What follows belongs to an exercise in optimizing a design on an open flow for small area; a production flow would make more cautious choices. The RTL was checked by simulation tests, not by an equivalence proof against the original design. No activity file was given, so power comes from the tool's default toggle rates.

## onyx
## solver
module solver (
    input clk,
    input reset,
    input insert,
    input advance,
    input [3:0] value,
    output [40:0] solution
);
For scale: ~1800 cells after synthesis, ~420 flip-flops, roughly 49 I/O pins.
Settings: LEC_CHECK=0, CAP_MARGIN=20, CORE_MARGIN=2, CORE_UTILIZATION=40, SLEW_MARGIN=20; clock period 9.0 ns.
run.sh (not shown) runs the stock make flow with config.mk's settings and CLKGATE_MAP_FILE= SYNTH_SCRIPT=/design/flow/synth_recipe.tcl, a recipe that flattens the netlist after the stock synthesis.
Setup changes, onyx to tundra
Settings: CTS_BUF_LIST: unset -> sky130_fd_sc_hd__clkbuf_16; CTS_CLUSTER_SIZE: unset -> 30; CTS_CLUSTER_DIAMETER: unset -> 60.
## What came out
- The number of cells in the finished layout apart from fillers in tundra was lower than what onyx gave.
- tundra and onyx ended up with nearly the same portion of the layout cell area used by non-clock buffers.
- onyx -> tundra: detailed-routing wirelength on met1 flat
- Taking onyx as the reference point, the final critical path time including I/O delays and setup of tundra rises by 50 ps.
- Sort tundra and onyx by delay of the slowest cell on the worst path, descending, and tundra comes first.
- onyx has a higher worst setup slack than tundra.
- Against onyx, tundra comes in 2.4 points higher on switching share of power.
Input changes introduced in indigo (baseline for comparison: tundra):
Settings: CTS_CLUSTER_SIZE removed (was 30); CTS_CLUSTER_DIAMETER removed (was 60); CTS_BUF_LIST removed (was sky130_fd_sc_hd__clkbuf_16).
==> flow/flow/run.sh (new file) <==
#!/bin/bash
# Standard ORFS layout, but clock tree synthesis without dummy loads and with
# a chosen buffer and sink clustering.
set -euo pipefail
export CTS_ARGS="-sink_clustering_enable -repair_clock_nets -dont_use_dummy_load -sink_clustering_size 20 -sink_clustering_max_diameter 50 -buf_list sky130_fd_sc_hd__clkbuf_8"
bash standard.sh > standard_flow.log 2>&1
==> flow/standard.sh (new file) <==
#!/bin/bash
# synth_recipe.tcl (not shown) runs the flow's synth.tcl, then flattens the netlist and writes it again
# the make line also repeats each setting of config.mk as NAME=value (left out here)
make -C /OpenROAD-flow-scripts/flow DESIGN_CONFIG=/design/flow/config.mk WORK_HOME=/design/flow/orfs CLKGATE_MAP_FILE= SYNTH_SCRIPT=/design/flow/synth_recipe.tcl "${@:-finish}"
removed: flow/run.sh
==> notes.md <==
Total power of indigo is lower than that of tundra. Between tundra and indigo, final non-filler cell area decreased. [compare] base=tundra new=indigo: share of the core filled with cells in the final layout dropped 1.2 points; met2 wire length barely changed; fraction of power consumed by the clock network dropped 7.9 points.

========
solver, a different RTL version from the one above (not shown whole).
For scale: ~1700 cells after synthesis, roughly 49 I/O pins, ~0.021 mm² of cells after synthesis.
==> flow/design.v (excerpt) <==
module solver (
    input clk,
    input reset,
    input insert,
    input advance,
    input [3:0] value,
    output [40:0] solution
);
clock: 9.0 ns
lec_check: 0
cap_margin: 20
core_margin: 2
core_utilization: 40
slew_margin: 20
standard.sh (not shown) runs the stock make flow with config.mk's settings and CLKGATE_MAP_FILE= SYNTH_SCRIPT=/design/flow/synth_recipe.tcl, a recipe that flattens the netlist after the stock synthesis.
==> flow/flow/run.sh <==
#!/bin/bash
# Own layout flow: the standard ORFS layout (bash standard.sh), with clock tree
# synthesis run without dummy loads and with a chosen buffer and sink clustering.
# The flow's output goes to log_layout.txt in this folder; ORFS's own logs are
# under orfs/logs/.
set -euo pipefail
export CTS_ARGS="-sink_clustering_enable -repair_clock_nets -dont_use_dummy_load -sink_clustering_size 16 -sink_clustering_max_diameter 50 -buf_list sky130_fd_sc_hd__clkbuf_8"
bash standard.sh > log_layout.txt 2>&1
The starting point finished with timing, DRC and antenna clean.
==> next run, changes <==
--- a/flow/flow/run.sh
+++ b/flow/flow/run.sh
@@ -6,3 +6,3 @@
 set -euo pipefail
-export CTS_ARGS="-sink_clustering_enable -repair_clock_nets -dont_use_dummy_load -sink_clustering_size 16 -sink_clustering_max_diameter 50 -buf_list sky130_fd_sc_hd__clkbuf_8"
+export CTS_ARGS="-sink_clustering_enable -repair_clock_nets -dont_use_dummy_load -sink_clustering_size 10 -sink_clustering_max_diameter 40 -buf_list sky130_fd_sc_hd__clkbuf_4"
 bash standard.sh > log_layout.txt 2>&1
Worst hold slack gets better by 0.0055 ns.
First-iteration DRC count falls by a few percent.
Die area is unchanged.
Utilization falls by 0.14 points.
Final cell count rises slightly.

========
west:
RTL: one of the versions met above, not the one the previous note started from.
For scale: ~1800 cells after synthesis.
clock: 9.0 ns
lec_check: 0
cap_margin: 20
core_margin: 2
core_utilization: 40
cts_buf_list: sky130_fd_sc_hd__clkbuf_8
cts_cluster_diameter: 50
cts_cluster_size: 20
slew_margin: 20
run.sh (not shown) runs the stock make flow with config.mk's settings and CLKGATE_MAP_FILE= SYNTH_SCRIPT=/design/flow/synth_recipe.tcl, a recipe that flattens the netlist after the stock synthesis.
Stock flow here: none of the scripts above is used.
The inputs of north differ from those of west as listed below.
# west
export LEC_CHECK = 0
export CAP_MARGIN = 20
export CORE_MARGIN = 2
export CORE_UTILIZATION = 40
export CTS_BUF_LIST = sky130_fd_sc_hd__clkbuf_8
export CTS_CLUSTER_DIAMETER = 50
export CTS_CLUSTER_SIZE = 20
export SLEW_MARGIN = 20
create_clock -name core_clock -period 9.0 [get_ports {clk}]
# north
export LEC_CHECK = 0
export CAP_MARGIN = 20
export CORE_MARGIN = 2
export CORE_UTILIZATION = 40
export CTS_BUF_LIST = sky130_fd_sc_hd__clkbuf_4
export CTS_CLUSTER_SIZE = 30
export SLEW_MARGIN = 20
create_clock -name core_clock -period 9.0 [get_ports {clk}]
==> comparison <==
[north] wire length on met3 rose 6.6% relative to west. Relative to west, clock buffer count in the final layout increased by 132 in north. Worst supply voltage drop on vdd: north better than west. Area added between synthesis and finish: higher on north. The worst-case setup margin in the final layout in north was higher than what west gave. Mux cell area share after synthesis: west vs north identical. Fill cell instance count of the final layout sits higher in north than in west. Count of non-filler cells in the finished layout: higher on north. north ended with more clock skew than west.

## static timing again, ports no longer ideal
In the flow no input, the clock included, has a driving cell. The finished layouts below were timed again as built, in two steps.
Step 1, drivers: a clkbuf_16 drives clk and a buf_2 each remaining input, both assumed.
Step 2 moves the port delays by t, midway between the first and last clock arrival at a register: inputs arrive t later, outputs are due t later. That takes back most of the time a late clock gives input paths.
a / b / c = ideal ports / drivers / drivers and shift; a / b = the first two.
run | t (ns) | slack for setup (ns) | hold slack, ns | worst setup path at the end | worst slew at a driven data input, ns
onyx | 0.623 | 0.350 / 0.375 / -0.249 | 0.476 / 0.476 / 0.476 | input to register | 0.03
tundra | 0.628 | 0.300 / 0.328 / -0.300 | 0.478 / 0.478 / 0.478 | input to register | 0.03
indigo | 0.660 | 0.330 / 0.357 / -0.304 | 0.482 / 0.482 / 0.482 | input to register | 0.03
the first run of note 2 | 0.665 | 0.888 / 0.888 / 0.666 | 0.450 / 0.450 / 0.450 | input to register | 0.04
the second run of note 2 | 0.817 | 0.950 / 0.950 / 0.678 | 0.456 / 0.456 / 0.456 | input to register | 0.04
west | 0.704 | 0.374 / 0.401 / -0.303 | 0.485 / 0.485 / 0.485 | input to register | 0.03
north | 0.896 | 0.565 / 0.591 / -0.305 | 0.473 / 0.473 / 0.473 | input to register | 0.03
Met with ideal ports but missed after step 2: setup timing in 5 of these runs. For north, which loses most, drivers alone change the setup slack by +0.026 ns; drivers and shift together by -0.870 ns.
